Background: an optimization exercise with open tools, aiming at small area, a short achievable clock period and few clock cycles. Do not read the settings as production practice. At most, simulation tests tie the RTL to the original design; equivalence was not proved. Only the layout flow was run in run 1; the RTL was not checked for function there. Power is estimated from default activity; no workload was simulated.

==> flow/design.v, too long to show whole: its modules and the start of the top module <==
// module systolic_4x4: 130 lines
// module mac32: 1549 lines
module systolic_4x4 (
    input logic go,
    input logic clk,
    input logic reset,
    output logic done,
    output logic [4:0] t0_addr0,
    input logic [31:0] t0_read_data,
    output logic [4:0] t1_addr0,
    input logic [31:0] t1_read_data,
    output logic [4:0] t2_addr0,
    input logic [31:0] t2_read_data,
    output logic [4:0] t3_addr0,
    input logic [31:0] t3_read_data,
    output logic [4:0] l0_addr0,
    input logic [31:0] l0_read_data,
    output logic [4:0] l1_addr0,
    input logic [31:0] l1_read_data,
    output logic [4:0] l2_addr0,
    input logic [31:0] l2_read_data,
    output logic [4:0] l3_addr0,
    input logic [31:0] l3_read_data,
    output logic [4:0] out_mem_addr0,
    output logic [4:0] out_mem_addr1,
    output logic [31:0] out_mem_write_data,
    output logic out_mem_write_en
);
  // ...
==> flow/flow/run.sh <==
#!/bin/bash
# The standard layout, with timing repair aiming for a setup slack of
# MARGIN ns at the design's clock period (so the repair works on paths the
# 10 ns constraint alone would leave untouched).
set -euo pipefail
MARGIN=6.3
bash standard.sh SETUP_SLACK_MARGIN=$MARGIN finish > standard_finish.log 2>&1
==> flow/standard.sh <==
#!/bin/bash
# synth_recipe.tcl (not shown) runs the flow's synth.tcl, then flattens the netlist and writes it again
# the make line also repeats each setting of config.mk as NAME=value (left out here)
make -C /OpenROAD-flow-scripts/flow DESIGN_CONFIG=/design/flow/config.mk WORK_HOME=/design/flow/orfs CLKGATE_MAP_FILE= SYNTH_SCRIPT=/design/flow/synth_recipe.tcl "${@:-finish}"
==> flow/config.mk <==
export PLATFORM = sky130hd
export DESIGN_NAME = systolic_4x4
export DESIGN_NICKNAME = systolic_4x4
export VERILOG_FILES = /design/flow/design.v
export SDC_FILE = /design/flow/constraint.sdc
export NUM_CORES = 4
export LEC_CHECK = 0
export ABC_AREA = 1
export CAP_MARGIN = 20
export CORE_MARGIN = 2
export CORE_UTILIZATION = 50
export PLACE_DENSITY = 0.6
export SLEW_MARGIN = 20
==> flow/constraint.sdc <==
create_clock -name core_clock -period 10.0 [get_ports {clk}]
set_input_delay 2.0000 -clock core_clock [delete_from_list [all_inputs] [get_ports {clk}]]
set_output_delay 2.0000 -clock core_clock [all_outputs]
set_load 0.01 [all_outputs]
==> results.py, run 1 <==
metrics = {
    "routing": {
        "met2WireLength_um": 123000,
        "drt-total-wl_um": 293000,
        "met3RoutedLength_um": 31000,
    },
    "pwr": {
        "intPower_uw": 14300,
        "clkPwrFrac": 0.172,
        "combPwrFrac": 0.550,
    },
    "critical_path": {
        "path_class": "reg2reg",
        "start_kind": "flip-flop",
        "critPathRequiredTime_ns": 10.63,
        "crit_buf_inv": 6,
        "cp_data_arrival_time_ns": 4.52,
    },
    "logic_synthesis": {
        "async_flop_share": 0,
        "synth_xor_area_frac": 0.129,
        "synth.mux.area_fraction": 0.0135,
        "synth_edf_count": 0,
        "syn_area_per_cell_um2": 8.93,
    },
    "worst_hold_path": {
        "min_path_cells": 0,
        "holdPathEnd": "lr[1][24]",
    },
    "finish": {
        "seq_cells": 1019,
        "multi_input_area_um2": 48400,
        "regMostFlops": "g_mac.u_mac.p1",
        "final_cell_mix": "1666 x inv_1, 1071 x xor2_1, 1038 x nand2_1",
        "final_common_cell": "inv_1",
    },
    "clock_network": {
        "cts-hold-fix-buffers": 0,
        "cts_max_level": 3,
    },
    "global_route": {
        "use_met3": 0.0810,
        "grt_pass1_wl_um": 422000,
    },
    "status": {
        "status": "timing/DRC/antenna clean",
    },
    "timing": {
        "fin_crit_ns": 3.89,
    },
}
==> run 2: changes to the inputs <==
--- a/flow/design.v
+++ b/flow/design.v
@@ -575,71 +575,70 @@
   wire s323, c324;
   wire s325, c326;
   wire s327, c328;
   wire s329, c330;
   wire s331, c332;
   wire s333, c334;
   wire s335, c336;
   wire s337, c338;
-  wire s339, c340;
-  wire s341, c342;
-  wire s343, c344;
-  wire s345, c346;
-  wire s347, c348;
-  wire s349, c350;
-  wire s351, c352;
-  wire s353, c354;
-  wire s355, c356;
-  wire s357, c358;
-  wire s359, c360;
-  wire s361, c362;
-  wire s363, c364;
-  wire s365, c366;
-  wire s367, c368;
-  wire s369, c370;
-  wire s371, c372;
-  wire s373, c374;
-  wire s375, c376;
-  wire s377, c378;
-  wire s379, c380;
-  wire s381, c382;
-  wire s383, c384;
-  wire s385, c386;
-  wire s387, c388;
-  wire s389, c390;
-  wire s391, c392;
-  wire x393;
-  wire x394;
-  wire x395;
-  wire x396;
-  wire x397;
-  wire x398;
-  wire x399;
-  wire x400;
-  wire x401;
-  wire x402;
-  wire x403;
-  wire x404;
-  wire x405;
-  wire x406;
-  wire x407;
-  wire x408;
-  wire x409;
-  wire x410;
-  wire x411;
-  wire x412;
-  wire x413;
-  wire x414;
-  wire x415;
-  wire x416;
-  wire x417;
-  wire x418;
-  wire x419;
-  reg [91:0] p1;
+  wire x339;
+  wire x340;
+  wire x341;
+  wire x342;
+  wire x343;
+  wire x344;
+  wire x345;
+  wire x346;
+  wire x347;
+  wire x348;
+  wire x349;
+  wire x350;
+  wire x351;
+  wire x352;
+  wire x353;
+  wire x354;
+  wire x355;
+  wire x356;
+  wire x357;
+  wire x358;
+  wire x359;
+  wire x360;
+  wire x361;
+  wire x362;
+  wire x363;
+  reg [118:0] p1;
+  wire s364, c365;
+  wire s366, c367;
+  wire s368, c369;
+  wire s370, c371;
+  wire s372, c373;
+  wire s374, c375;
+  wire s376, c377;
+  wire s378, c379;
+  wire s380, c381;
+  wire s382, c383;
+  wire s384, c385;
+  wire s386, c387;
+  wire s388, c389;
+  wire s390, c391;
+  wire s392, c393;
+  wire s394, c395;
+  wire s396, c397;
+  wire s398, c399;
+  wire s400, c401;
+  wire s402, c403;
+  wire s404, c405;
+  wire s406, c407;
+  wire s408, c409;
+  wire s410, c411;
+  wire s412, c413;
+  wire s414, c415;
+  wire s416, c417;
+  wire s418, c419;
   wire s420, c421;
   wire s422, c423;
   wire s424, c425;
   wire s426, c427;
   wire s428, c429;
   wire s430, c431;
   wire s432, c433;
   wire s434, c435;
@@ -720,17 +719,18 @@
   wire s584, c585;
   wire s586, c587;
   wire s588, c589;
   wire s590, c591;
   wire s592, c593;
   wire s594, c595;
   wire s596, c597;
   wire s598, c599;
-  wire s600, c601;
+  wire x600;
+  wire x601;
   wire x602;
   wire x603;
   wire x604;
   wire x605;
   wire x606;
   wire x607;
   assign pp0_0 = (bone[0] & a[0]) ^ bneg[0];
   assign pp0_1 = ((bone[0] & a[1]) | (btwo[0] & a[0])) ^ bneg[0];
@@ -1337,343 +1337,343 @@
   assign s331 = c226 ^ c228 ^ s231;
   assign c332 = (c226 & c228) | (s231 & (c226 ^ c228));
   assign s333 = s233 ^ c230 ^ s235;
   assign c334 = (s233 & c230) | (s235 & (s233 ^ c230));
   assign s335 = c232 ^ s237 ^ c234;
   assign c336 = (c232 & s237) | (c234 & (c232 ^ s237));
   assign s337 = s239 ^ c236 ^ s241;
   assign c338 = (s239 & c236) | (s241 & (s239 ^ c236));
-  assign s339 = bneg[2] ^ pp0_4;
-  assign c340 = bneg[2] & pp0_4;
-  assign s341 = pp0_5 ^ pp1_3;
-  assign c342 = pp0_5 & pp1_3;
-  assign s343 = pp1_4 ^ pp2_2 ^ pp3_0;
-  assign c344 = (pp1_4 & pp2_2) | (pp3_0 & (pp1_4 ^ pp2_2));
-  assign s345 = pp2_3 ^ pp3_1 ^ c244;
-  assign c346 = (pp2_3 & pp3_1) | (c244 & (pp2_3 ^ pp3_1));
-  assign s347 = pp4_0 ^ c246 ^ s249;
-  assign c348 = (pp4_0 & c246) | (s249 & (pp4_0 ^ c246));
-  assign s349 = c250 ^ s253 ^ c248;
-  assign c350 = (c250 & s253) | (c248 & (c250 ^ s253));
-  assign s351 = c254 ^ c252 ^ s255;
-  assign c352 = (c254 & c252) | (s255 & (c254 ^ c252));
-  assign s353 = c256 ^ s259 ^ c258;
-  assign c354 = (c256 & s259) | (c258 & (c256 ^ s259));
-  assign s355 = c260 ^ s263 ^ c262;
-  assign c356 = (c260 & s263) | (c262 & (c260 ^ s263));
-  assign s357 = c264 ^ s267 ^ c266;
-  assign c358 = (c264 & s267) | (c266 & (c264 ^ s267));
-  assign s359 = c268 ^ s271 ^ c270;
-  assign c360 = (c268 & s271) | (c270 & (c268 ^ s271));
-  assign s361 = c272 ^ c274 ^ s275;
-  assign c362 = (c272 & c274) | (s275 & (c272 ^ c274));
-  assign s363 = c276 ^ c278 ^ s279;
-  assign c364 = (c276 & c278) | (s279 & (c276 ^ c278));
-  assign s365 = c280 ^ s283 ^ c282;
-  assign c366 = (c280 & s283) | (c282 & (c280 ^ s283));
-  assign s367 = c284 ^ s287 ^ c286;
-  assign c368 = (c284 & s287) | (c286 & (c284 ^ s287));
-  assign s369 = c288 ^ s291 ^ c290;
-  assign c370 = (c288 & s291) | (c290 & (c288 ^ s291));
-  assign s371 = c292 ^ s295 ^ c294;
-  assign c372 = (c292 & s295) | (c294 & (c292 ^ s295));
-  assign s373 = c296 ^ s299 ^ c298;
-  assign c374 = (c296 & s299) | (c298 & (c296 ^ s299));
-  assign s375 = c300 ^ c302 ^ s303;
-  assign c376 = (c300 & c302) | (s303 & (c300 ^ c302));
-  assign s377 = c304 ^ c306 ^ s307;
-  assign c378 = (c304 & c306) | (s307 & (c304 ^ c306));
-  assign s379 = c308 ^ c310 ^ s311;
-  assign c380 = (c308 & c310) | (s311 & (c308 ^ c310));
-  assign s381 = c312 ^ c314 ^ s315;
-  assign c382 = (c312 & c314) | (s315 & (c312 ^ c314));
-  assign s383 = c316 ^ s319 ^ c318;
-  assign c384 = (c316 & s319) | (c318 & (c316 ^ s319));
-  assign s385 = c320 ^ s323 ^ c322;
-  assign c386 = (c320 & s323) | (c322 & (c320 ^ s323));
-  assign s387 = c324 ^ s327 ^ c326;
-  assign c388 = (c324 & s327) | (c326 & (c324 ^ s327));
-  assign s389 = c328 ^ s331 ^ c330;
-  assign c390 = (c328 & s331) | (c330 & (c328 ^ s331));
-  assign s391 = c332 ^ s335 ^ c334;
-  assign c392 = (c332 & s335) | (c334 & (c332 ^ s335));
-  assign x393 = pp0_31 ^ pp10_11;
-  assign x394 = pp11_9 ^ pp12_7;
-  assign x395 = pp13_5 ^ pp14_3;
-  assign x396 = pp15_1 ^ pp1_29;
-  assign x397 = pp2_27 ^ pp3_25;
-  assign x398 = pp4_23 ^ pp5_21;
-  assign x399 = pp6_19 ^ pp7_17;
-  assign x400 = pp8_15 ^ pp9_13;
-  assign x401 = c32 ^ x393;
-  assign x402 = x394 ^ x395;
-  assign x403 = x396 ^ x397;
-  assign x404 = x398 ^ x399;
-  assign x405 = x400 ^ c122;
-  assign x406 = c124 ^ c26;
-  assign x407 = c28 ^ c30;
-  assign x408 = x401 ^ x402;
-  assign x409 = x403 ^ x404;
-  assign x410 = x405 ^ x406;
-  assign x411 = x407 ^ x408;
-  assign x412 = x409 ^ c126;
-  assign x413 = c128 ^ c238;
-  assign x414 = x410 ^ x411;
-  assign x415 = c240 ^ x412;
-  assign x416 = x413 ^ c242;
-  assign x417 = x414 ^ x415;
-  assign x418 = c336 ^ x416;
-  assign x419 = x417 ^ c338;
-  assign s420 = ci[2] ^ p1[3];
-  assign c421 = ci[2] & p1[3];
-  assign s422 = ci[3] ^ p1[6];
-  assign c423 = ci[3] & p1[6];
-  assign s424 = ci[4] ^ p1[10] ^ p1[8];
-  assign c425 = (ci[4] & p1[10]) | (p1[8] & (ci[4] ^ p1[10]));
-  assign s426 = ci[5] ^ p1[11] ^ p1[12];
-  assign c427 = (ci[5] & p1[11]) | (p1[12] & (ci[5] ^ p1[11]));
-  assign s428 = ci[6] ^ p1[14] ^ p1[15];
-  assign c429 = (ci[6] & p1[14]) | (p1[15] & (ci[6] ^ p1[14]));
-  assign s430 = ci[7] ^ p1[17] ^ p1[18];
-  assign c431 = (ci[7] & p1[17]) | (p1[18] & (ci[7] ^ p1[17]));
-  assign s432 = ci[8] ^ p1[20] ^ p1[21];
-  assign c433 = (ci[8] & p1[20]) | (p1[21] & (ci[8] ^ p1[20]));
-  assign s434 = ci[9] ^ p1[23] ^ p1[24];
-  assign c435 = (ci[9] & p1[23]) | (p1[24] & (ci[9] ^ p1[23]));
-  assign s436 = ci[10] ^ p1[26] ^ p1[27];
-  assign c437 = (ci[10] & p1[26]) | (p1[27] & (ci[10] ^ p1[26]));
-  assign s438 = ci[11] ^ p1[29] ^ p1[30];
-  assign c439 = (ci[11] & p1[29]) | (p1[30] & (ci[11] ^ p1[29]));
-  assign s440 = ci[12] ^ p1[32] ^ p1[33];
-  assign c441 = (ci[12] & p1[32]) | (p1[33] & (ci[12] ^ p1[32]));
-  assign s442 = ci[13] ^ p1[35] ^ p1[36];
-  assign c443 = (ci[13] & p1[35]) | (p1[36] & (ci[13] ^ p1[35]));
-  assign s444 = ci[14] ^ p1[38] ^ p1[39];
-  assign c445 = (ci[14] & p1[38]) | (p1[39] & (ci[14] ^ p1[38]));
-  assign s446 = ci[15] ^ p1[41] ^ p1[42];
-  assign c447 = (ci[15] & p1[41]) | (p1[42] & (ci[15] ^ p1[41]));
-  assign s448 = ci[16] ^ p1[44] ^ p1[45];
-  assign c449 = (ci[16] & p1[44]) | (p1[45] & (ci[16] ^ p1[44]));
-  assign s450 = ci[17] ^ p1[47] ^ p1[48];
-  assign c451 = (ci[17] & p1[47]) | (p1[48] & (ci[17] ^ p1[47]));
-  assign s452 = ci[18] ^ p1[50] ^ p1[51];
-  assign c453 = (ci[18] & p1[50]) | (p1[51] & (ci[18] ^ p1[50]));
-  assign s454 = ci[19] ^ p1[53] ^ p1[54];
-  assign c455 = (ci[19] & p1[53]) | (p1[54] & (ci[19] ^ p1[53]));
-  assign s456 = ci[20] ^ p1[56] ^ p1[57];
-  assign c457 = (ci[20] & p1[56]) | (p1[57] & (ci[20] ^ p1[56]));
-  assign s458 = ci[21] ^ p1[59] ^ p1[60];
-  assign c459 = (ci[21] & p1[59]) | (p1[60] & (ci[21] ^ p1[59]));
-  assign s460 = ci[22] ^ p1[62] ^ p1[63];
-  assign c461 = (ci[22] & p1[62]) | (p1[63] & (ci[22] ^ p1[62]));
-  assign s462 = ci[23] ^ p1[65] ^ p1[66];
-  assign c463 = (ci[23] & p1[65]) | (p1[66] & (ci[23] ^ p1[65]));
-  assign s464 = ci[24] ^ p1[68] ^ p1[69];
-  assign c465 = (ci[24] & p1[68]) | (p1[69] & (ci[24] ^ p1[68]));
-  assign s466 = ci[25] ^ p1[71] ^ p1[72];
-  assign c467 = (ci[25] & p1[71]) | (p1[72] & (ci[25] ^ p1[71]));
-  assign s468 = ci[26] ^ p1[74] ^ p1[75];
-  assign c469 = (ci[26] & p1[74]) | (p1[75] & (ci[26] ^ p1[74]));
-  assign s470 = ci[27] ^ p1[77] ^ p1[78];
-  assign c471 = (ci[27] & p1[77]) | (p1[78] & (ci[27] ^ p1[77]));
-  assign s472 = ci[28] ^ p1[80] ^ p1[81];
-  assign c473 = (ci[28] & p1[80]) | (p1[81] & (ci[28] ^ p1[80]));
-  assign s474 = ci[29] ^ p1[83] ^ p1[84];
-  assign c475 = (ci[29] & p1[83]) | (p1[84] & (ci[29] ^ p1[83]));
-  assign s476 = ci[30] ^ p1[86] ^ p1[87];
-  assign c477 = (ci[30] & p1[86]) | (p1[87] & (ci[30] ^ p1[86]));
-  assign s478 = ci[0] ^ p1[0];
-  assign c479 = ci[0] & p1[0];
-  assign s480 = ci[1] ^ p1[2];
-  assign c481 = ci[1] & p1[2];
-  assign s482 = p1[4] ^ p1[5] ^ si[2];
-  assign c483 = (p1[4] & p1[5]) | (si[2] & (p1[4] ^ p1[5]));
-  assign s484 = p1[7] ^ si[3] ^ c421;
-  assign c485 = (p1[7] & si[3]) | (c421 & (p1[7] ^ si[3]));
-  assign s486 = p1[9] ^ si[4] ^ c423;
-  assign c487 = (p1[9] & si[4]) | (c423 & (p1[9] ^ si[4]));
-  assign s488 = p1[13] ^ si[5] ^ c425;
-  assign c489 = (p1[13] & si[5]) | (c425 & (p1[13] ^ si[5]));
-  assign s490 = p1[16] ^ si[6] ^ c427;
-  assign c491 = (p1[16] & si[6]) | (c427 & (p1[16] ^ si[6]));
-  assign s492 = p1[19] ^ si[7] ^ c429;
-  assign c493 = (p1[19] & si[7]) | (c429 & (p1[19] ^ si[7]));
-  assign s494 = p1[22] ^ si[8] ^ c431;
-  assign c495 = (p1[22] & si[8]) | (c431 & (p1[22] ^ si[8]));
-  assign s496 = p1[25] ^ si[9] ^ c433;
-  assign c497 = (p1[25] & si[9]) | (c433 & (p1[25] ^ si[9]));
-  assign s498 = p1[28] ^ si[10] ^ c435;
-  assign c499 = (p1[28] & si[10]) | (c435 & (p1[28] ^ si[10]));
-  assign s500 = p1[31] ^ si[11] ^ c437;
-  assign c501 = (p1[31] & si[11]) | (c437 & (p1[31] ^ si[11]));
-  assign s502 = p1[34] ^ si[12] ^ c439;
-  assign c503 = (p1[34] & si[12]) | (c439 & (p1[34] ^ si[12]));
-  assign s504 = p1[37] ^ si[13] ^ c441;
-  assign c505 = (p1[37] & si[13]) | (c441 & (p1[37] ^ si[13]));
-  assign s506 = p1[40] ^ si[14] ^ c443;
-  assign c507 = (p1[40] & si[14]) | (c443 & (p1[40] ^ si[14]));
-  assign s508 = p1[43] ^ si[15] ^ c445;
-  assign c509 = (p1[43] & si[15]) | (c445 & (p1[43] ^ si[15]));
-  assign s510 = p1[46] ^ si[16] ^ c447;
-  assign c511 = (p1[46] & si[16]) | (c447 & (p1[46] ^ si[16]));
-  assign s512 = p1[49] ^ si[17] ^ c449;
-  assign c513 = (p1[49] & si[17]) | (c449 & (p1[49] ^ si[17]));
-  assign s514 = p1[52] ^ si[18] ^ c451;
-  assign c515 = (p1[52] & si[18]) | (c451 & (p1[52] ^ si[18]));
-  assign s516 = p1[55] ^ si[19] ^ c453;
-  assign c517 = (p1[55] & si[19]) | (c453 & (p1[55] ^ si[19]));
-  assign s518 = p1[58] ^ si[20] ^ c455;
-  assign c519 = (p1[58] & si[20]) | (c455 & (p1[58] ^ si[20]));
-  assign s520 = p1[61] ^ si[21] ^ c457;
-  assign c521 = (p1[61] & si[21]) | (c457 & (p1[61] ^ si[21]));
-  assign s522 = p1[64] ^ si[22] ^ c459;
-  assign c523 = (p1[64] & si[22]) | (c459 & (p1[64] ^ si[22]));
-  assign s524 = p1[67] ^ si[23] ^ c461;
-  assign c525 = (p1[67] & si[23]) | (c461 & (p1[67] ^ si[23]));
-  assign s526 = p1[70] ^ si[24] ^ c463;
-  assign c527 = (p1[70] & si[24]) | (c463 & (p1[70] ^ si[24]));
-  assign s528 = p1[73] ^ si[25] ^ c465;
-  assign c529 = (p1[73] & si[25]) | (c465 & (p1[73] ^ si[25]));
-  assign s530 = p1[76] ^ si[26] ^ c467;
-  assign c531 = (p1[76] & si[26]) | (c467 & (p1[76] ^ si[26]));
-  assign s532 = p1[79] ^ si[27] ^ c469;
-  assign c533 = (p1[79] & si[27]) | (c469 & (p1[79] ^ si[27]));
-  assign s534 = p1[82] ^ si[28] ^ c471;
-  assign c535 = (p1[82] & si[28]) | (c471 & (p1[82] ^ si[28]));
-  assign s536 = p1[85] ^ si[29] ^ c473;
-  assign c537 = (p1[85] & si[29]) | (c473 & (p1[85] ^ si[29]));
-  assign s538 = p1[88] ^ si[30] ^ c475;
-  assign c539 = (p1[88] & si[30]) | (c475 & (p1[88] ^ si[30]));
-  assign s540 = p1[1] ^ si[0];
-  assign c541 = p1[1] & si[0];
-  assign s542 = si[1] ^ c479 ^ s480;
-  assign c543 = (si[1] & c479) | (s480 & (si[1] ^ c479));
-  assign s544 = c481 ^ s420 ^ s482;
-  assign c545 = (c481 & s420) | (s482 & (c481 ^ s420));
-  assign s546 = s422 ^ c483 ^ s484;
-  assign c547 = (s422 & c483) | (s484 & (s422 ^ c483));
-  assign s548 = s424 ^ c485 ^ s486;
-  assign c549 = (s424 & c485) | (s486 & (s424 ^ c485));
-  assign s550 = s426 ^ c487 ^ s488;
-  assign c551 = (s426 & c487) | (s488 & (s426 ^ c487));
-  assign s552 = s428 ^ c489 ^ s490;
-  assign c553 = (s428 & c489) | (s490 & (s428 ^ c489));
-  assign s554 = s430 ^ c491 ^ s492;
-  assign c555 = (s430 & c491) | (s492 & (s430 ^ c491));
-  assign s556 = s432 ^ c493 ^ s494;
-  assign c557 = (s432 & c493) | (s494 & (s432 ^ c493));
-  assign s558 = s434 ^ c495 ^ s496;
-  assign c559 = (s434 & c495) | (s496 & (s434 ^ c495));
-  assign s560 = s436 ^ c497 ^ s498;
-  assign c561 = (s436 & c497) | (s498 & (s436 ^ c497));
-  assign s562 = s438 ^ c499 ^ s500;
-  assign c563 = (s438 & c499) | (s500 & (s438 ^ c499));
-  assign s564 = s440 ^ c501 ^ s502;
-  assign c565 = (s440 & c501) | (s502 & (s440 ^ c501));
-  assign s566 = s442 ^ c503 ^ s504;
-  assign c567 = (s442 & c503) | (s504 & (s442 ^ c503));
-  assign s568 = s444 ^ c505 ^ s506;
-  assign c569 = (s444 & c505) | (s506 & (s444 ^ c505));
-  assign s570 = s446 ^ c507 ^ s508;
-  assign c571 = (s446 & c507) | (s508 & (s446 ^ c507));
-  assign s572 = s448 ^ c509 ^ s510;
-  assign c573 = (s448 & c509) | (s510 & (s448 ^ c509));
-  assign s574 = s450 ^ c511 ^ s512;
-  assign c575 = (s450 & c511) | (s512 & (s450 ^ c511));
-  assign s576 = s452 ^ c513 ^ s514;
-  assign c577 = (s452 & c513) | (s514 & (s452 ^ c513));
-  assign s578 = s454 ^ c515 ^ s516;
-  assign c579 = (s454 & c515) | (s516 & (s454 ^ c515));
-  assign s580 = s456 ^ c517 ^ s518;
-  assign c581 = (s456 & c517) | (s518 & (s456 ^ c517));
-  assign s582 = s458 ^ c519 ^ s520;
-  assign c583 = (s458 & c519) | (s520 & (s458 ^ c519));
-  assign s584 = s460 ^ c521 ^ s522;
-  assign c585 = (s460 & c521) | (s522 & (s460 ^ c521));
-  assign s586 = s462 ^ c523 ^ s524;
-  assign c587 = (s462 & c523) | (s524 & (s462 ^ c523));
-  assign s588 = s464 ^ c525 ^ s526;
-  assign c589 = (s464 & c525) | (s526 & (s464 ^ c525));
-  assign s590 = s466 ^ c527 ^ s528;
-  assign c591 = (s466 & c527) | (s528 & (s466 ^ c527));
-  assign s592 = s468 ^ c529 ^ s530;
-  assign c593 = (s468 & c529) | (s530 & (s468 ^ c529));
-  assign s594 = s470 ^ c531 ^ s532;
-  assign c595 = (s470 & c531) | (s532 & (s470 ^ c531));
-  assign s596 = s472 ^ c533 ^ s534;
-  assign c597 = (s472 & c533) | (s534 & (s472 ^ c533));
+  assign x339 = pp0_31 ^ pp10_11;
+  assign x340 = pp11_9 ^ pp12_7;
+  assign x341 = pp13_5 ^ pp14_3;
+  assign x342 = pp15_1 ^ pp1_29;
+  assign x343 = pp2_27 ^ pp3_25;
+  assign x344 = pp4_23 ^ pp5_21;
+  assign x345 = pp6_19 ^ pp7_17;
+  assign x346 = pp8_15 ^ pp9_13;
+  assign x347 = c32 ^ x339;
+  assign x348 = x340 ^ x341;
+  assign x349 = x342 ^ x343;
+  assign x350 = x344 ^ x345;
+  assign x351 = x346 ^ c122;
+  assign x352 = c124 ^ c26;
+  assign x353 = c28 ^ c30;
+  assign x354 = x347 ^ x348;
+  assign x355 = x349 ^ x350;
+  assign x356 = x351 ^ x352;
+  assign x357 = x353 ^ x354;
+  assign x358 = x355 ^ c126;
+  assign x359 = c128 ^ c238;
+  assign x360 = x356 ^ x357;
+  assign x361 = c240 ^ x358;
+  assign x362 = x359 ^ c242;
+  assign x363 = x360 ^ x361;
+  assign s364 = ci[2] ^ p1[3];
+  assign c365 = ci[2] & p1[3];
+  assign s366 = ci[3] ^ p1[6];
+  assign c367 = ci[3] & p1[6];
+  assign s368 = ci[4] ^ p1[10] ^ p1[11];
+  assign c369 = (ci[4] & p1[10]) | (p1[11] & (ci[4] ^ p1[10]));
+  assign s370 = p1[8] ^ p1[9];
+  assign c371 = p1[8] & p1[9];
+  assign s372 = ci[5] ^ p1[12] ^ p1[13];
+  assign c373 = (ci[5] & p1[12]) | (p1[13] & (ci[5] ^ p1[12]));
+  assign s374 = p1[14] ^ si[5];
+  assign c375 = p1[14] & si[5];
+  assign s376 = ci[6] ^ p1[15] ^ p1[16];
+  assign c377 = (ci[6] & p1[15]) | (p1[16] & (ci[6] ^ p1[15]));
+  assign s378 = p1[17] ^ p1[18] ^ si[6];
+  assign c379 = (p1[17] & p1[18]) | (si[6] & (p1[17] ^ p1[18]));
+  assign s380 = ci[7] ^ p1[19] ^ p1[20];
+  assign c381 = (ci[7] & p1[19]) | (p1[20] & (ci[7] ^ p1[19]));
+  assign s382 = p1[21] ^ p1[22] ^ si[7];
+  assign c383 = (p1[21] & p1[22]) | (si[7] & (p1[21] ^ p1[22]));
+  assign s384 = ci[8] ^ p1[23] ^ p1[24];
+  assign c385 = (ci[8] & p1[23]) | (p1[24] & (ci[8] ^ p1[23]));
+  assign s386 = p1[25] ^ p1[26] ^ si[8];
+  assign c387 = (p1[25] & p1[26]) | (si[8] & (p1[25] ^ p1[26]));
+  assign s388 = ci[9] ^ p1[27] ^ p1[28];
+  assign c389 = (ci[9] & p1[27]) | (p1[28] & (ci[9] ^ p1[27]));
+  assign s390 = p1[29] ^ p1[30] ^ si[9];
+  assign c391 = (p1[29] & p1[30]) | (si[9] & (p1[29] ^ p1[30]));
+  assign s392 = ci[10] ^ p1[31] ^ p1[32];
+  assign c393 = (ci[10] & p1[31]) | (p1[32] & (ci[10] ^ p1[31]));
+  assign s394 = p1[33] ^ p1[34] ^ si[10];
+  assign c395 = (p1[33] & p1[34]) | (si[10] & (p1[33] ^ p1[34]));
+  assign s396 = ci[11] ^ p1[35] ^ p1[36];
+  assign c397 = (ci[11] & p1[35]) | (p1[36] & (ci[11] ^ p1[35]));
+  assign s398 = p1[37] ^ p1[38] ^ si[11];
+  assign c399 = (p1[37] & p1[38]) | (si[11] & (p1[37] ^ p1[38]));
+  assign s400 = ci[12] ^ p1[39] ^ p1[40];
+  assign c401 = (ci[12] & p1[39]) | (p1[40] & (ci[12] ^ p1[39]));
+  assign s402 = p1[41] ^ p1[42] ^ si[12];
+  assign c403 = (p1[41] & p1[42]) | (si[12] & (p1[41] ^ p1[42]));
+  assign s404 = ci[13] ^ p1[43] ^ p1[44];
+  assign c405 = (ci[13] & p1[43]) | (p1[44] & (ci[13] ^ p1[43]));
+  assign s406 = p1[45] ^ p1[46] ^ si[13];
+  assign c407 = (p1[45] & p1[46]) | (si[13] & (p1[45] ^ p1[46]));
+  assign s408 = ci[14] ^ p1[47] ^ p1[48];
+  assign c409 = (ci[14] & p1[47]) | (p1[48] & (ci[14] ^ p1[47]));
+  assign s410 = p1[49] ^ p1[50] ^ si[14];
+  assign c411 = (p1[49] & p1[50]) | (si[14] & (p1[49] ^ p1[50]));
+  assign s412 = ci[15] ^ p1[51] ^ p1[52];
+  assign c413 = (ci[15] & p1[51]) | (p1[52] & (ci[15] ^ p1[51]));
+  assign s414 = p1[53] ^ p1[54] ^ si[15];
+  assign c415 = (p1[53] & p1[54]) | (si[15] & (p1[53] ^ p1[54]));
+  assign s416 = ci[16] ^ p1[55] ^ p1[56];
+  assign c417 = (ci[16] & p1[55]) | (p1[56] & (ci[16] ^ p1[55]));
+  assign s418 = p1[57] ^ p1[58] ^ si[16];
+  assign c419 = (p1[57] & p1[58]) | (si[16] & (p1[57] ^ p1[58]));
+  assign s420 = ci[17] ^ p1[59] ^ p1[60];
+  assign c421 = (ci[17] & p1[59]) | (p1[60] & (ci[17] ^ p1[59]));
+  assign s422 = p1[61] ^ p1[62] ^ si[17];
+  assign c423 = (p1[61] & p1[62]) | (si[17] & (p1[61] ^ p1[62]));
+  assign s424 = ci[18] ^ p1[63] ^ p1[64];
+  assign c425 = (ci[18] & p1[63]) | (p1[64] & (ci[18] ^ p1[63]));
+  assign s426 = p1[65] ^ p1[66] ^ si[18];
+  assign c427 = (p1[65] & p1[66]) | (si[18] & (p1[65] ^ p1[66]));
+  assign s428 = ci[19] ^ p1[67] ^ p1[68];
+  assign c429 = (ci[19] & p1[67]) | (p1[68] & (ci[19] ^ p1[67]));
+  assign s430 = p1[69] ^ p1[70] ^ si[19];
+  assign c431 = (p1[69] & p1[70]) | (si[19] & (p1[69] ^ p1[70]));
+  assign s432 = ci[20] ^ p1[71] ^ p1[72];
+  assign c433 = (ci[20] & p1[71]) | (p1[72] & (ci[20] ^ p1[71]));
+  assign s434 = p1[73] ^ p1[74] ^ si[20];
+  assign c435 = (p1[73] & p1[74]) | (si[20] & (p1[73] ^ p1[74]));
+  assign s436 = ci[21] ^ p1[75] ^ p1[76];
+  assign c437 = (ci[21] & p1[75]) | (p1[76] & (ci[21] ^ p1[75]));
+  assign s438 = p1[77] ^ p1[78] ^ si[21];
+  assign c439 = (p1[77] & p1[78]) | (si[21] & (p1[77] ^ p1[78]));
+  assign s440 = ci[22] ^ p1[79] ^ p1[80];
+  assign c441 = (ci[22] & p1[79]) | (p1[80] & (ci[22] ^ p1[79]));
+  assign s442 = p1[81] ^ p1[82] ^ si[22];
+  assign c443 = (p1[81] & p1[82]) | (si[22] & (p1[81] ^ p1[82]));
+  assign s444 = ci[23] ^ p1[83] ^ p1[84];
+  assign c445 = (ci[23] & p1[83]) | (p1[84] & (ci[23] ^ p1[83]));
+  assign s446 = p1[85] ^ p1[86] ^ si[23];
+  assign c447 = (p1[85] & p1[86]) | (si[23] & (p1[85] ^ p1[86]));
+  assign s448 = ci[24] ^ p1[87] ^ p1[88];
+  assign c449 = (ci[24] & p1[87]) | (p1[88] & (ci[24] ^ p1[87]));
+  assign s450 = p1[89] ^ p1[90] ^ si[24];
+  assign c451 = (p1[89] & p1[90]) | (si[24] & (p1[89] ^ p1[90]));
+  assign s452 = ci[25] ^ p1[91] ^ p1[92];
+  assign c453 = (ci[25] & p1[91]) | (p1[92] & (ci[25] ^ p1[91]));
+  assign s454 = p1[93] ^ p1[94] ^ si[25];
+  assign c455 = (p1[93] & p1[94]) | (si[25] & (p1[93] ^ p1[94]));
+  assign s456 = ci[26] ^ p1[95] ^ p1[96];
+  assign c457 = (ci[26] & p1[95]) | (p1[96] & (ci[26] ^ p1[95]));
+  assign s458 = p1[97] ^ p1[98] ^ si[26];
+  assign c459 = (p1[97] & p1[98]) | (si[26] & (p1[97] ^ p1[98]));
+  assign s460 = ci[27] ^ p1[100] ^ p1[101];
+  assign c461 = (ci[27] & p1[100]) | (p1[101] & (ci[27] ^ p1[100]));
+  assign s462 = p1[102] ^ p1[99] ^ si[27];
+  assign c463 = (p1[102] & p1[99]) | (si[27] & (p1[102] ^ p1[99]));
+  assign s464 = ci[28] ^ p1[103] ^ p1[104];
+  assign c465 = (ci[28] & p1[103]) | (p1[104] & (ci[28] ^ p1[103]));
+  assign s466 = p1[105] ^ p1[106] ^ si[28];
+  assign c467 = (p1[105] & p1[106]) | (si[28] & (p1[105] ^ p1[106]));
+  assign s468 = ci[29] ^ p1[107] ^ p1[108];
+  assign c469 = (ci[29] & p1[107]) | (p1[108] & (ci[29] ^ p1[107]));
+  assign s470 = p1[109] ^ p1[110] ^ si[29];
+  assign c471 = (p1[109] & p1[110]) | (si[29] & (p1[109] ^ p1[110]));
+  assign s472 = ci[30] ^ p1[111] ^ p1[112];
+  assign c473 = (ci[30] & p1[111]) | (p1[112] & (ci[30] ^ p1[111]));
+  assign s474 = p1[113] ^ p1[114] ^ si[30];
+  assign c475 = (p1[113] & p1[114]) | (si[30] & (p1[113] ^ p1[114]));
+  assign s476 = ci[0] ^ p1[0];
+  assign c477 = ci[0] & p1[0];
+  assign s478 = ci[1] ^ p1[2];
+  assign c479 = ci[1] & p1[2];
+  assign s480 = p1[4] ^ p1[5] ^ si[2];
+  assign c481 = (p1[4] & p1[5]) | (si[2] & (p1[4] ^ p1[5]));
+  assign s482 = p1[7] ^ si[3] ^ c365;
+  assign c483 = (p1[7] & si[3]) | (c365 & (p1[7] ^ si[3]));
+  assign s484 = si[4] ^ c367 ^ s370;
+  assign c485 = (si[4] & c367) | (s370 & (si[4] ^ c367));
+  assign s486 = c371 ^ s374 ^ c369;
+  assign c487 = (c371 & s374) | (c369 & (c371 ^ s374));
+  assign s488 = c375 ^ c373 ^ s376;
+  assign c489 = (c375 & c373) | (s376 & (c375 ^ c373));
+  assign s490 = c377 ^ c379 ^ s380;
+  assign c491 = (c377 & c379) | (s380 & (c377 ^ c379));
+  assign s492 = c381 ^ c383 ^ s384;
+  assign c493 = (c381 & c383) | (s384 & (c381 ^ c383));
+  assign s494 = c385 ^ c387 ^ s388;
+  assign c495 = (c385 & c387) | (s388 & (c385 ^ c387));
+  assign s496 = c389 ^ c391 ^ s392;
+  assign c497 = (c389 & c391) | (s392 & (c389 ^ c391));
+  assign s498 = c393 ^ c395 ^ s396;
+  assign c499 = (c393 & c395) | (s396 & (c393 ^ c395));
+  assign s500 = c397 ^ c399 ^ s400;
+  assign c501 = (c397 & c399) | (s400 & (c397 ^ c399));
+  assign s502 = c401 ^ c403 ^ s404;
+  assign c503 = (c401 & c403) | (s404 & (c401 ^ c403));
+  assign s504 = c405 ^ c407 ^ s408;
+  assign c505 = (c405 & c407) | (s408 & (c405 ^ c407));
+  assign s506 = c409 ^ c411 ^ s412;
+  assign c507 = (c409 & c411) | (s412 & (c409 ^ c411));
+  assign s508 = c413 ^ c415 ^ s416;
+  assign c509 = (c413 & c415) | (s416 & (c413 ^ c415));
+  assign s510 = c417 ^ c419 ^ s420;
+  assign c511 = (c417 & c419) | (s420 & (c417 ^ c419));
+  assign s512 = c421 ^ c423 ^ s424;
+  assign c513 = (c421 & c423) | (s424 & (c421 ^ c423));
+  assign s514 = c425 ^ c427 ^ s428;
+  assign c515 = (c425 & c427) | (s428 & (c425 ^ c427));
+  assign s516 = c429 ^ c431 ^ s432;
+  assign c517 = (c429 & c431) | (s432 & (c429 ^ c431));
+  assign s518 = c433 ^ c435 ^ s436;
+  assign c519 = (c433 & c435) | (s436 & (c433 ^ c435));
+  assign s520 = c437 ^ c439 ^ s440;
+  assign c521 = (c437 & c439) | (s440 & (c437 ^ c439));
+  assign s522 = c441 ^ c443 ^ s444;
+  assign c523 = (c441 & c443) | (s444 & (c441 ^ c443));
+  assign s524 = c445 ^ c447 ^ s448;
+  assign c525 = (c445 & c447) | (s448 & (c445 ^ c447));
+  assign s526 = c449 ^ c451 ^ s452;
+  assign c527 = (c449 & c451) | (s452 & (c449 ^ c451));
+  assign s528 = c453 ^ c455 ^ s456;
+  assign c529 = (c453 & c455) | (s456 & (c453 ^ c455));
+  assign s530 = c457 ^ c459 ^ s460;
+  assign c531 = (c457 & c459) | (s460 & (c457 ^ c459));
+  assign s532 = c461 ^ c463 ^ s464;
+  assign c533 = (c461 & c463) | (s464 & (c461 ^ c463));
+  assign s534 = c465 ^ c467 ^ s468;
+  assign c535 = (c465 & c467) | (s468 & (c465 ^ c467));
+  assign s536 = c469 ^ c471 ^ s472;
+  assign c537 = (c469 & c471) | (s472 & (c469 ^ c471));
+  assign s538 = p1[1] ^ si[0];
+  assign c539 = p1[1] & si[0];
+  assign s540 = si[1] ^ c477 ^ s478;
+  assign c541 = (si[1] & c477) | (s478 & (si[1] ^ c477));
+  assign s542 = c479 ^ s364 ^ s480;
+  assign c543 = (c479 & s364) | (s480 & (c479 ^ s364));
+  assign s544 = s366 ^ c481 ^ s482;
+  assign c545 = (s366 & c481) | (s482 & (s366 ^ c481));
+  assign s546 = s368 ^ c483 ^ s484;
+  assign c547 = (s368 & c483) | (s484 & (s368 ^ c483));
+  assign s548 = s372 ^ c485 ^ s486;
+  assign c549 = (s372 & c485) | (s486 & (s372 ^ c485));
+  assign s550 = s378 ^ c487 ^ s488;
+  assign c551 = (s378 & c487) | (s488 & (s378 ^ c487));
+  assign s552 = s382 ^ c489 ^ s490;
+  assign c553 = (s382 & c489) | (s490 & (s382 ^ c489));
+  assign s554 = s386 ^ c491 ^ s492;
+  assign c555 = (s386 & c491) | (s492 & (s386 ^ c491));
+  assign s556 = s390 ^ c493 ^ s494;
+  assign c557 = (s390 & c493) | (s494 & (s390 ^ c493));
+  assign s558 = s394 ^ c495 ^ s496;
+  assign c559 = (s394 & c495) | (s496 & (s394 ^ c495));
+  assign s560 = s398 ^ c497 ^ s498;
+  assign c561 = (s398 & c497) | (s498 & (s398 ^ c497));
+  assign s562 = s402 ^ c499 ^ s500;
+  assign c563 = (s402 & c499) | (s500 & (s402 ^ c499));
+  assign s564 = s406 ^ c501 ^ s502;
+  assign c565 = (s406 & c501) | (s502 & (s406 ^ c501));
+  assign s566 = s410 ^ c503 ^ s504;
+  assign c567 = (s410 & c503) | (s504 & (s410 ^ c503));
+  assign s568 = s414 ^ c505 ^ s506;
+  assign c569 = (s414 & c505) | (s506 & (s414 ^ c505));
+  assign s570 = s418 ^ c507 ^ s508;
+  assign c571 = (s418 & c507) | (s508 & (s418 ^ c507));
+  assign s572 = s422 ^ c509 ^ s510;
+  assign c573 = (s422 & c509) | (s510 & (s422 ^ c509));
+  assign s574 = s426 ^ c511 ^ s512;
+  assign c575 = (s426 & c511) | (s512 & (s426 ^ c511));
+  assign s576 = s430 ^ c513 ^ s514;
+  assign c577 = (s430 & c513) | (s514 & (s430 ^ c513));
+  assign s578 = s434 ^ c515 ^ s516;
+  assign c579 = (s434 & c515) | (s516 & (s434 ^ c515));
+  assign s580 = s438 ^ c517 ^ s518;
+  assign c581 = (s438 & c517) | (s518 & (s438 ^ c517));
+  assign s582 = s442 ^ c519 ^ s520;
+  assign c583 = (s442 & c519) | (s520 & (s442 ^ c519));
+  assign s584 = s446 ^ c521 ^ s522;
+  assign c585 = (s446 & c521) | (s522 & (s446 ^ c521));
+  assign s586 = s450 ^ c523 ^ s524;
+  assign c587 = (s450 & c523) | (s524 & (s450 ^ c523));
+  assign s588 = s454 ^ c525 ^ s526;
+  assign c589 = (s454 & c525) | (s526 & (s454 ^ c525));
+  assign s590 = s458 ^ c527 ^ s528;
+  assign c591 = (s458 & c527) | (s528 & (s458 ^ c527));
+  assign s592 = s462 ^ c529 ^ s530;
+  assign c593 = (s462 & c529) | (s530 & (s462 ^ c529));
+  assign s594 = s466 ^ c531 ^ s532;
+  assign c595 = (s466 & c531) | (s532 & (s466 ^ c531));
+  assign s596 = s470 ^ c533 ^ s534;
+  assign c597 = (s470 & c533) | (s534 & (s470 ^ c533));
   assign s598 = s474 ^ c535 ^ s536;
   assign c599 = (s474 & c535) | (s536 & (s474 ^ c535));
-  assign s600 = s476 ^ c537 ^ s538;
-  assign c601 = (s476 & c537) | (s538 & (s476 ^ c537));
-  assign x602 = ci[31] ^ p1[89];
-  assign x603 = p1[90] ^ p1[91];
-  assign x604 = si[31] ^ x602;
-  assign x605 = x603 ^ c477;
+  assign x600 = ci[31] ^ p1[115];
+  assign x601 = p1[116] ^ p1[117];
+  assign x602 = p1[118] ^ si[31];
+  assign x603 = x600 ^ x601;
+  assign x604 = x602 ^ c473;
+  assign x605 = c475 ^ x603;
   assign x606 = x604 ^ x605;
-  assign x607 = c539 ^ x606;
-  always @(posedge clk) p1 <= {c392, x419, x418, c390, s337, s391, c388, s333, s389, c386, s329, s387, c384, s325, s385, c382, s321, s383, c380, s317, s381, c378, s313, s379, c376, s309, s377, c374, s305, s375, c372, s301, s373, c370, s297, s371, c368, s293, s369, c366, s289, s367, c364, s285, s365, c362, s281, s363, c360, s277, s361, c358, s273, s359, c356, s269, s357, c354, s265, s355, c352, s261, s353, c350, s257, s351, c348, s251, s349, c346, s247, s347, c344, s245, s345, c342, s243, s343, c340, pp2_1, s341, pp2_0, pp1_2, s339, pp1_1, pp0_3, pp1_0, pp0_2, bneg[1], pp0_1, pp0_0, bneg[0]};
-  assign so[0] = s540;
-  assign co[0] = s478;
-  assign so[1] = s542;
-  assign co[1] = c541;
-  assign so[2] = s544;
-  assign co[2] = c543;
-  assign so[3] = s546;
-  assign co[3] = c545;
-  assign so[4] = s548;
-  assign co[4] = c547;
-  assign so[5] = s550;
-  assign co[5] = c549;
-  assign so[6] = s552;
-  assign co[6] = c551;
-  assign so[7] = s554;
-  assign co[7] = c553;
-  assign so[8] = s556;
-  assign co[8] = c555;
-  assign so[9] = s558;
-  assign co[9] = c557;
-  assign so[10] = s560;
-  assign co[10] = c559;
-  assign so[11] = s562;
-  assign co[11] = c561;
-  assign so[12] = s564;
-  assign co[12] = c563;
-  assign so[13] = s566;
-  assign co[13] = c565;
-  assign so[14] = s568;
-  assign co[14] = c567;
-  assign so[15] = s570;
-  assign co[15] = c569;
-  assign so[16] = s572;
-  assign co[16] = c571;
-  assign so[17] = s574;
-  assign co[17] = c573;
-  assign so[18] = s576;
-  assign co[18] = c575;
-  assign so[19] = s578;
-  assign co[19] = c577;
-  assign so[20] = s580;
-  assign co[20] = c579;
-  assign so[21] = s582;
-  assign co[21] = c581;
-  assign so[22] = s584;
-  assign co[22] = c583;
-  assign so[23] = s586;
-  assign co[23] = c585;
-  assign so[24] = s588;
-  assign co[24] = c587;
-  assign so[25] = s590;
-  assign co[25] = c589;
-  assign so[26] = s592;
-  assign co[26] = c591;
-  assign so[27] = s594;
-  assign co[27] = c593;
-  assign so[28] = s596;
-  assign co[28] = c595;
-  assign so[29] = s598;
-  assign co[29] = c597;
-  assign so[30] = s600;
-  assign co[30] = c599;
-  assign so[31] = x607;
-  assign co[31] = c601;
+  assign x607 = c537 ^ x606;
+  always @(posedge clk) p1 <= {c338, x363, x362, c336, c334, c332, s337, s335, c330, c328, s333, s331, c326, c324, s329, s327, c322, c320, s325, s323, c318, c316, s321, s319, c314, c312, s317, s315, c310, c308, s313, s311, c306, c304, s309, s307, c302, c300, s305, s303, c298, c296, s301, s299, c294, c292, s297, s295, c290, c288, s293, s291, c286, c284, s289, s287, c282, c280, s285, s283, c278, c276, s281, s279, c274, c272, s277, s275, c270, c268, s273, s271, c266, c264, s269, s267, c262, c260, s265, s263, c258, c256, s261, s259, c254, c252, s257, s255, c250, c248, s253, s251, c246, pp4_0, s249, s247, c244, pp3_1, pp2_3, s245, pp3_0, pp2_2, pp1_4, s243, pp2_1, pp1_3, pp0_5, pp2_0, pp1_2, pp0_4, bneg[2], pp1_1, pp0_3, pp1_0, pp0_2, bneg[1], pp0_1, pp0_0, bneg[0]};
+  assign so[0] = s538;
+  assign co[0] = s476;
+  assign so[1] = s540;
+  assign co[1] = c539;
+  assign so[2] = s542;
+  assign co[2] = c541;
+  assign so[3] = s544;
+  assign co[3] = c543;
+  assign so[4] = s546;
+  assign co[4] = c545;
+  assign so[5] = s548;
+  assign co[5] = c547;
+  assign so[6] = s550;
+  assign co[6] = c549;
+  assign so[7] = s552;
+  assign co[7] = c551;
+  assign so[8] = s554;
+  assign co[8] = c553;
+  assign so[9] = s556;
+  assign co[9] = c555;
+  assign so[10] = s558;
+  assign co[10] = c557;
+  assign so[11] = s560;
+  assign co[11] = c559;
+  assign so[12] = s562;
+  assign co[12] = c561;
+  assign so[13] = s564;
+  assign co[13] = c563;
+  assign so[14] = s566;
+  assign co[14] = c565;
+  assign so[15] = s568;
+  assign co[15] = c567;
+  assign so[16] = s570;
+  assign co[16] = c569;
+  assign so[17] = s572;
+  assign co[17] = c571;
+  assign so[18] = s574;
+  assign co[18] = c573;
+  assign so[19] = s576;
+  assign co[19] = c575;
+  assign so[20] = s578;
+  assign co[20] = c577;
+  assign so[21] = s580;
+  assign co[21] = c579;
+  assign so[22] = s582;
+  assign co[22] = c581;
+  assign so[23] = s584;
+  assign co[23] = c583;
+  assign so[24] = s586;
+  assign co[24] = c585;
+  assign so[25] = s588;
+  assign co[25] = c587;
+  assign so[26] = s590;
+  assign co[26] = c589;
+  assign so[27] = s592;
+  assign co[27] = c591;
+  assign so[28] = s594;
+  assign co[28] = c593;
+  assign so[29] = s596;
+  assign co[29] = c595;
+  assign so[30] = s598;
+  assign co[30] = c597;
+  assign so[31] = c599;
+  assign co[31] = x607;
 endmodule
==> flow/flow/run.sh (replaced) <==
#!/bin/bash
# The standard layout, with timing repair aiming for a setup slack of
# MARGIN ns at the design's clock period (so the repair works on paths the
# 10 ns constraint alone would leave untouched).
set -euo pipefail
MARGIN=6.5
bash standard.sh SETUP_SLACK_MARGIN=$MARGIN finish > standard_finish.log 2>&1
==> flow/config.mk (replaced) <==
export PLATFORM = sky130hd
export DESIGN_NAME = systolic_4x4
export DESIGN_NICKNAME = systolic_4x4
export VERILOG_FILES = /design/flow/design.v
export SDC_FILE = /design/flow/constraint.sdc
export NUM_CORES = 4
export LEC_CHECK = 0
export ABC_AREA = 1
export CAP_MARGIN = 20
export CORE_MARGIN = 2
export CORE_UTILIZATION = 65
export PLACE_DENSITY = 0.72
export SLEW_MARGIN = 20
==> run 2 against run 1 <==
Still clean on timing, DRC and antenna. Register-to-register slack gained 0.31 ns. Clock-buffer cell count grew 5. Synthesized area up 3.2%. Sequential share of layout area rose by 2.1 points. Routed wire length is 3.1% lower. Clock power grew 4.9%. Combinational power rose by 3%. Highest routed layer unchanged.
==> results.py, run 2 <==
metrics = {
    "logic_synthesis": {
        "yosys_warnings": 20,
        "ys_seq_area_frac": 0.283,
        "synth_common_cells": "1743 x inv_1, 1127 x dfxtp_1, 1081 x xor2_1, 1019 x nand2_1, 1017 x fa_1",
        "async_flop_share": 0,
        "synth.top_cells.by_area": "dfxtp_1 28%, fa_1 25%, xor2_1 12%",
        "netlist_instances": 8833,
        "synthFlopType": "dfxtp_1",
        "synth_largest_area_cell": "dfxtp_1",
        "synth_cell_type_count": 49,
        "syn_area_per_cell_um2": 9.04,
        "synth_top_area_share": 0.283,
        "synth-seq-cells": 1127,
        "synth_most_common_cell": "inv_1",
        "synthesis.area_um2": 79800,
        "synth_edf_count": 0,
    },
    "die": {
        "ios": 343,
        "dieArea_um2": 126000,
        "fp.dieW_um": 354,
        "die_y_um": 354,
        "coreArea_um2": 122000,
        "start_util": 0.655,
        "std_cell_rows": 128,
    },
    "timing": {
        "setup_viol": 0,
        "worstMarginPinSlew_ns": 1.05,
        "hold_slack_ns": 0.384,
        "hold_viol": 0,
        "maxSlewViolCount": 0,
        "period_share": 0.358,
        "max_freq_ghz": 0.279,
        "max_slew_margin": 0.300,
        "fin_crit_ns": 3.58,
        "fin_setup_tns_ns": 0,
        "rsz0062_at_grt": "true",
        "clock_skew_ns": 0.0637,
    },
    "critical_path": {
        "endpoint": "g_mac[1].u_mac.p1[108]",
        "worstRegToRegCells": 8,
        "cp_data_arrival_time_ns": 4.19,
        "r2r-end": "g_mac[1].u_mac.p1[108]",
        "r2r_slack_ns": 6.42,
        "startpoint": "lr[1][17]",
        "r2r_start": "lr[1][17]",
        "end_kind": "flip-flop",
        "start_kind": "flip-flop",
        "path_class": "reg2reg",
        "path_max_fanout": 14,
        "critPathRequiredTime_ns": 10.62,
    },
    "status": {
        "status": "timing/DRC/antenna clean",
    },
    "clock_network": {
        "cts_made_buffers": 116,
        "clockBufferDepth": 3,
        "clock_sinks": 1127,
        "path_clk_slew_ns": 0.06,
        "clock-root-buffer": "clkbuf_16",
        "cts_tree": "built",
        "clk_latency_ns": 0.79,
        "cts_max_level": 3,
    },
    "place": {
        "place_area_um2": 83700,
        "place.gp.congestion": 1.04,
        "dpl.hpwl_um": 207000,
        "io_buffers": 328,
    },
    "routing": {
        "wl_per_cell_um": 26.4,
        "avgViaCountPerCell": 6.10,
        "drt_pass1_iterations": 9,
        "drt-total-wl_um": 284000,
        "drt_iter0_markers": 8854,
        "vias": 65600,
        "antenna_left": 0,
        "remaining_drc_errors": 0,
    },
    "global_route": {
        "antenna_found_initial": 26,
        "grt-ovfl-total": 0,
        "grt_max_degree": 68,
        "grt_pass1_vias": 66400,
        "grt_util_all_layers": 0.450,
        "grt_pass1_wl_um": 419000,
    },
    "finish": {
        "regMostFlops": "g_mac.u_mac.p1",
        "final_area_um2": 89600,
        "final_cell_mix": "1693 x inv_1, 1080 x xor2_1, 1039 x dfxtp_1",
        "fin_nets": 10500,
        "n_fill_cell": 8826,
        "final_common_cell": "inv_1",
        "drive_above_1_share": 0.0864,
        "area_delta_synth_final_pct": 12.2,
        "largest_reg_flops": 476,
    },
    "pwr": {
        "power_per_cell_area_nw_per_um2": 308,
        "leakagePower_uw": 0.0433,
        "finalPower_uw": 27600,
        "ir_worst_vdd_uv": 359,
    },
    "run": {
        "cap_violations": 0,
    },
    "worst_hold_path": {
        "min_from": "lr[1][1]",
        "min_path_cells": 0,
        "min-delay-path-class": "reg2reg",
    },
}
[run 2: cells by family after synthesis]
logic type / share of synthesized area
simple gates: 0.0812
fa+ha+maj: 0.283
buf+inv: 0.115
other cells: 0.0000470
flops: 0.283
mux: 0.0130
compound gates: 0.102
xor+xnor: 0.124
[run 2: where the power goes]
group	total (µW)	switching (µW)	internal [µW]
registers	7970	1490	6490
clock network	4730	2020	2710
logic	14900	8960	5950
[run 2: routing by layer]
metal,share of wire,track usage,vias to the layer above
met4,0.085,0.294,22
met2,0.42,0.647,5060
met5,0.00090,0.00151,-
met1,0.36,0.569,31500
met3,0.14,0.166,1323
li1,-,-,27700
[run 2: final cells by class]
class	instances	area [µm²]	area share
Timing Repair inverter	26	135	0.00151
Clock buffer	150	3220	0.0359
Antenna cell	21	52.6	0.000586
Clock inverter	70	958	0.0107
Multi-Input combinational cell	5366	48300	0.539
Inverter	1862	7330	0.0818
Sequential cell	1127	22700	0.254
Timing Repair Buffer	507	4880	0.0544
Tap cell	1625	2030	0.0227
[run 2: worst min-delay path by stage]
stage                                 endpoint  slack, ns
after global routing                  lr[2][1]       0.39
after global placement                lr[2][5]       0.36
after detailed placement             lr[2][12]       0.37
final                                 lr[2][1]       0.38
after floorplan           g_mac[1].u_mac.p1[3]       0.33
after CTS                             lr[2][1]       0.38
[run 2: stage by stage]
stage / instances / worst slack (ns) / utilization
final: 10800 / 6.42 / 0.735
after floorplan: 8846 / 6.68 / -
after global routing: 10700 / 6.36 / 0.735
after detailed placement: 10400 / 5.58 / 0.686
after global placement: 10400 / 5.62 / 0.686
after CTS: 10700 / 6.47 / 0.727
[run 2: timing repair]
item                                    CTS  global route
pin swaps                                 1            10
cloned                                   24             8
setup buffers                            47            50
hold buffers                              0             0
endpoints found under the setup margin  199            80
resized for setup                       236           150
[run 2: critical path, stage by stage, from the launching register on]
cell,delay [ns]
dfxtp_1,0.90
clkinvlp_4,0.20
buf_4,0.25
o22ai_1,0.20
xor2_1,0.13
fa_1,0.57
inv_1,0.11
fa_1,0.54
fa_1,0.48
Testbench counts of run 2, summed over its fixed seeds: cycles 3,408.
==> run 3: changes to the inputs <==
--- a/flow/config.mk
+++ b/flow/config.mk
@@ -8,6 +8,6 @@
 export ABC_AREA = 1
 export CAP_MARGIN = 20
 export CORE_MARGIN = 2
-export CORE_UTILIZATION = 65
-export PLACE_DENSITY = 0.72
+export CORE_UTILIZATION = 50
+export PLACE_DENSITY = 0.6
 export SLEW_MARGIN = 20
==> run 3 against run 2 <==
Critical path type unchanged. Worst setup slack better by 0.11 ns. Flip-flop and latch count is the same. Non-clock buffer count increased by 16. Fmax rose by 3.2%. Cell area grew 1.1%. Worst hold slack lost 0.029 ns. Via count is 3.8% lower. First-iteration DRC count fell by 28%. Routed wire length grew 8.8%. Cell count is 4.4% higher. Sequential power increased by 0.8%.
==> results.py, run 3 <==
metrics = {
    "logic_synthesis": {
        "synth_most_common_cell": "inv_1",
        "synth-seq-cells": 1127,
        "synth_top_area_share": 0.283,
        "synth_edf_count": 0,
        "netlist_instances": 8833,
        "ys_seq_area_frac": 0.283,
        "synth_cell_type_count": 49,
        "syn_area_per_cell_um2": 9.04,
        "synthFlopType": "dfxtp_1",
        "synthesis.area_um2": 79800,
        "synth_largest_area_cell": "dfxtp_1",
        "synth_common_cells": "1743 x inv_1, 1127 x dfxtp_1, 1081 x xor2_1, 1019 x nand2_1, 1017 x fa_1",
        "synth.top_cells.by_area": "dfxtp_1 28%, fa_1 25%, xor2_1 12%",
        "yosys_warnings": 20,
        "async_flop_share": 0,
    },
    "clock_network": {
        "cts_max_level": 4,
        "clock_sinks": 1127,
        "cts_tree": "built",
        "clock-root-buffer": "clkbuf_16",
        "path_clk_slew_ns": 0.06,
        "cts_made_buffers": 135,
        "clockBufferDepth": 3,
        "clk_latency_ns": 0.79,
    },
    "global_route": {
        "grt_pass1_wl_um": 445000,
        "antenna_found_initial": 36,
        "use_met3": 0.0849,
        "use_met2": 0.575,
        "grt.busiest_layer": "met2",
        "grt_util_all_layers": 0.379,
        "grt-ovfl-total": 0,
        "grt_pass1_vias": 64200,
        "use_met1": 0.490,
        "grt_max_degree": 67,
    },
    "timing": {
        "max_freq_ghz": 0.288,
        "maxSlewViolCount": 0,
        "fin_setup_tns_ns": 0,
        "hold_viol": 0,
        "max_slew_margin": 0.278,
        "period_share": 0.347,
        "timing.final.ws_setup_ns": 6.53,
        "clock_skew_ns": 0.0272,
        "worstMarginPinSlew_ns": 1.08,
        "fin_crit_ns": 3.47,
        "setup_viol": 0,
        "rsz0062_at_grt": "true",
    },
    "finish": {
        "largest_reg_flops": 476,
        "n_fill_cell": 14400,
        "sequential_cell_area_um2": 22700,
        "final_cell_mix": "1693 x inv_1, 1080 x xor2_1, 1031 x dfxtp_1",
        "regMostFlops": "g_mac.u_mac.p1",
        "multi_input_area_um2": 48200,
        "drive_above_1_share": 0.0882,
        "area_delta_synth_final_pct": 13.4,
        "fin_nets": 10500,
        "final_common_cell": "inv_1",
        "finalNonFillerCells": 11200,
    },
    "routing": {
        "antenna_left": 0,
        "drt_iter0_markers": 6403,
        "wl_per_cell_um": 27.5,
        "remaining_drc_errors": 0,
        "avgViaCountPerCell": 5.62,
        "drt_pass1_iterations": 6,
        "vias": 63100,
        "drt-total-wl_um": 309000,
    },
    "pwr": {
        "combPwrFrac": 0.527,
        "ir_worst_vdd_uv": 242,
        "intPower_uw": 15400,
        "p_switching_uw": 12600,
        "power_per_cell_area_nw_per_um2": 309,
        "leakagePower_uw": 0.0435,
        "clkPwrFrac": 0.186,
        "switching_share": 0.448,
        "p_seq_frac": 0.287,
    },
    "place": {
        "place.gp.congestion": 1.00,
        "dpl.hpwl_um": 237000,
        "place_inst": 10900,
        "io_buffers": 328,
        "pre_cts_slack_ns": 5.41,
    },
    "worst_hold_path": {
        "min-delay-path-class": "reg2reg",
    },
    "critical_path": {
        "path_max_fanout": 10,
        "end_kind": "flip-flop",
        "path_class": "reg2reg",
        "start_kind": "flip-flop",
        "critPathRequiredTime_ns": 10.65,
        "cp_data_arrival_time_ns": 4.12,
    },
    "status": {
        "status": "timing/DRC/antenna clean",
    },
    "die": {
        "coreArea_um2": 159000,
        "std_cell_rows": 146,
        "dieArea_um2": 163000,
        "fp.dieW_um": 404,
        "start_util": 0.504,
        "die_y_um": 404,
        "ios": 343,
    },
    "run": {
        "cap_violations": 0,
    },
}
==> run 3: worst max-delay path, cell delays in order, from the launching register on <==
cell      delay (ns)
dfxtp_1         0.55
clkinv_2        0.29
o22ai_1         0.28
xor2_1          0.23
fa_1            0.47
fa_1            0.52
inv_1           0.05
fa_1            0.47
inv_1           0.05
fa_1            0.43
==> run 3: layer usage <==
metal  part of all wire  up-vias
li1                   -    27800
met3              0.094      805
met4              0.076       16
met5            0.00033        -
met1               0.39    31100
met2               0.44     3362
==> run 3: power by group through the flow <==
stage | clock [µW] | combinational [µW] | sequential, µW
6_report | 5210 | 14800 | 8030
5_1_grt | 5460 | 17200 | 8100
4_1_cts | 5280 | 14800 | 8010
3_5_place_dp | 0 | 14600 | 8050
3_3_place_gp | 0 | 14100 | 8070
2_1_floorplan | 0 | 10100 | 7090
==> run 3: cells by family (layout without fill, tap and decap cells) <==
kind of cell	Yosys count	count (layout)	share of synthesized area
AOI/OAI and AO/OA	1314	1314	0.102
xor gates and xnor gates	1128	1128	0.124
adders and majority gates	1194	1194	0.283
buffers and inverters	2353	2653	0.115
DFF	1127	1127	0.283
muxes	96	96	0.0130
other	1	20	0.0000470
and+or+nand+nor	1620	1621	0.0812
==> run 3: final timing paths <==
path / startpoint / cells past startpoint / slack [ns] / endpoint
max: t_one[3][10] / 9 / 6.53 / g_mac[3].u_mac.p1[112]
min: lr[0][8] / 0 / 0.35 / lr[1][8]
max reg2reg: t_one[3][10] / 9 / 6.53 / g_mac[3].u_mac.p1[112]
min reg2reg: lr[0][8] / 0 / 0.35 / lr[1][8]
==> run 3: cell type report <==
type,instances,area share
flip-flops and latches,1127,0.251
diodes,6,0.000166
inverters,1862,0.0807
repair buffers,523,0.0542
repair inverters,22,0.00124
multi-input cells,5367,0.532
clock buffers,185,0.0412
well taps,2072,0.0286
clock inverters,61,0.0103
==> run 3: metrics by stage <==
stage	cell area (µm²)	power, µW	util	hold WS (ns)
6_report	90600	28000	0.571	0.354
5_1_grt	90600	30800	0.571	0.366
4_1_cts	89700	28100	0.566	0.364
3_5_place_dp	84400	22700	0.532	0.355
3_3_place_gp	84400	22200	0.532	0.343
2_1_floorplan	79900	17200	-	0.326
==> run 3: what timing repair did <==
item | CTS | global route
hold buffers | 0 | 0
resized for setup | 257 | 133
setup buffers | 41 | 50
setup endpoints to repair | 199 | 67
gates cloned | 19 | 8
pin swaps | 2 | 5
==> run 4: changes to the inputs <==
==> flow/flow/run.sh (replaced) <==
#!/bin/bash
# The standard layout, with timing repair aiming for a setup slack of
# MARGIN ns at the design's clock period (so the repair works on paths the
# 10 ns constraint alone would leave untouched), and the port buffers made
# with buf_2 cells.
set -euo pipefail
MARGIN=6.7
bash standard.sh SETUP_SLACK_MARGIN=$MARGIN \
  "BUFFER_PORTS_ARGS=-buffer_cell sky130_fd_sc_hd__buf_2" finish > standard_finish.log 2>&1
--- a/flow/config.mk
+++ b/flow/config.mk
@@ -9,5 +9,7 @@
 export CAP_MARGIN = 20
 export CORE_MARGIN = 2
 export CORE_UTILIZATION = 50
+export CTS_CLUSTER_DIAMETER = 100
+export CTS_CLUSTER_SIZE = 20
 export PLACE_DENSITY = 0.6
 export SLEW_MARGIN = 20
==> run 4 against run 3 <==
Sequential power about the same. Critical path depth fell by 1. Fmax grew 4.8%. Worst hold slack better by 0.0030 ns. Power shrank 7.1%. Via count about the same. Flip-flop and latch count did not move. Core utilization fell by 1.5 points. Synthesized area is the same. Global-route usage shrank 1.1 points. Critical path type unchanged. Largest power group unchanged. Highest routed layer unchanged.
==> results.py, run 4 <==
metrics = {
    "status": {
        "status": "timing/DRC/antenna clean",
    },
    "die": {
        "start_util": 0.504,
        "coreArea_um2": 159000,
        "std_cell_rows": 146,
        "die_y_um": 404,
    },
    "timing": {
        "maxSlewViolCount": 0,
        "rsz0062_at_grt": "true",
        "fin_crit_ns": 3.31,
        "setup_viol": 0,
        "hold_viol": 0,
    },
    "global_route": {
        "antenna_found_initial": 20,
        "grt-ovfl-total": 0,
        "grt_pass1_wl_um": 435000,
    },
    "logic_synthesis": {
        "syn_area_per_cell_um2": 9.04,
        "synthFlopType": "dfxtp_1",
        "synth.top_cells.by_area": "dfxtp_1 28%, fa_1 25%, xor2_1 12%",
        "synth-seq-cells": 1127,
        "synth_xor_area_frac": 0.124,
        "yosys_warnings": 20,
        "synth_top_area_share": 0.283,
        "synth_cell_type_count": 49,
        "synth_top_family_by_area": "adder cells",
        "synth_common_cells": "1743 x inv_1, 1127 x dfxtp_1, 1081 x xor2_1, 1019 x nand2_1, 1017 x fa_1",
    },
    "critical_path": {
        "end_kind": "flip-flop",
        "cp_data_arrival_time_ns": 3.88,
        "path_max_fanout": 11,
        "crit_slowest_cell": "clkinvlp_2",
    },
    "pwr": {
        "ir_worst_vdd_uv": 257,
        "power_per_cell_area_nw_per_um2": 295,
        "leakagePower_uw": 0.0428,
    },
    "place": {
        "dpl.hpwl_um": 228000,
        "place.gp.congestion": 0.998,
        "place_inst": 10800,
        "io_buffers": 328,
    },
    "finish": {
        "fin_nets": 10500,
        "finalNonFillerCells": 11100,
        "final_cell_mix": "1672 x inv_1, 1076 x xor2_1, 1014 x fa_1",
        "final_common_cell": "inv_1",
        "drive_above_1_share": 0.132,
        "final_area_um2": 88200,
        "finish.utilization": 0.557,
    },
    "routing": {
        "wl_per_cell_um": 27.2,
        "drt_iter0_markers": 6600,
        "antenna_left": 0,
        "avgViaCountPerCell": 5.67,
        "drt_pass1_iterations": 6,
    },
    "clock_network": {
        "cts_max_level": 3,
        "clock-root-buffer": "clkbuf_16",
    },
    "run": {
        "cap_violations": 0,
    },
}
## run 4: cell counts after synthesis
Identical to the previous run, type by type.
## run 4: final timing paths
kind / startpoint / cells after the start / slack (ns) / to
max reg2reg: t_one[2][4] / 8 / 6.69 / g_mac[2].u_mac.p1[72]
max: t_one[2][4] / 8 / 6.69 / g_mac[2].u_mac.p1[72]
min: lr[0][6] / 0 / 0.36 / lr[1][6]
min reg2reg: lr[0][6] / 0 / 0.36 / lr[1][6]
## run 4: logic make-up after synthesis
| family | after synthesis |
|---|---|
| adder cells (fa/ha/maj) | 1194 |
| buffers and inverters | 2353 |
| multiplexers | 96 |
| other | 1 |
| AND/OR/NAND/NOR | 1620 |
| XOR/XNOR | 1128 |
| AO/OA/AOI/OAI | 1314 |
| flip-flops | 1127 |
## run 4: metrics by stage
stage | setup slack (ns) | total power, µW | hold WS [ns]
4_1_cts | 6.66 | 25900 | 0.359
6_report | 6.69 | 26000 | 0.357
3_5_place_dp | 5.08 | 22300 | 0.353
3_3_place_gp | 5.18 | 21800 | 0.348
2_1_floorplan | 6.69 | 17200 | 0.326
5_1_grt | 6.59 | 28800 | 0.372
## run 4: what timing repair did
action / CTS / global route
cloned: 29 / 13
gates resized for setup: 311 / 236
pin swaps: 5 / 23
setup endpoints to repair: 266 / 127
hold buffers: 0 / 0
buffers inserted: 63 / 74
## run 4: cell type report
| type | instances | area, µm² |
|---|---|---|
| Clock inverter | 24 | 335 |
| Antenna cell | 8 | 20.0 |
| Inverter | 1862 | 7550 |
| Timing Repair Buffer | 571 | 4130 |
| Clock buffer | 79 | 1930 |
| Tap cell | 2072 | 2590 |
| Multi-Input combinational cell | 5366 | 48700 |
| Timing Repair inverter | 30 | 153 |
| Fill cell | 14600 | 70300 |
| Sequential cell | 1127 | 22900 |
## run 4: worst max-delay path: cells and delay by family, from the launching register on
family	cells	cell delay, ns
flops	1	0.63
compound gates	1	0.38
xor+xnor	1	0.12
fa+ha+maj	3	1.28
buf+inv	3	0.75
## run 4: where the power goes
group	total [µW]	switching (µW)	internal, µW
Sequential	8000	1500	6500
Combinational	14800	8880	5880
Clock	3240	1760	1480
Total	26000	12100	13900
## run 4: layer usage
| metal | vias up | share of wire | global-route usage |
|---|---|---|---|
| li1 | 27700 | - | - |
| met1 | 31100 | 0.39 | 0.475 |
| met2 | 3547 | 0.44 | 0.562 |
| met3 | 834 | 0.10 | 0.0919 |
| met4 | 14 | 0.071 | 0.211 |
| met5 | - | 0.00044 | 0 |
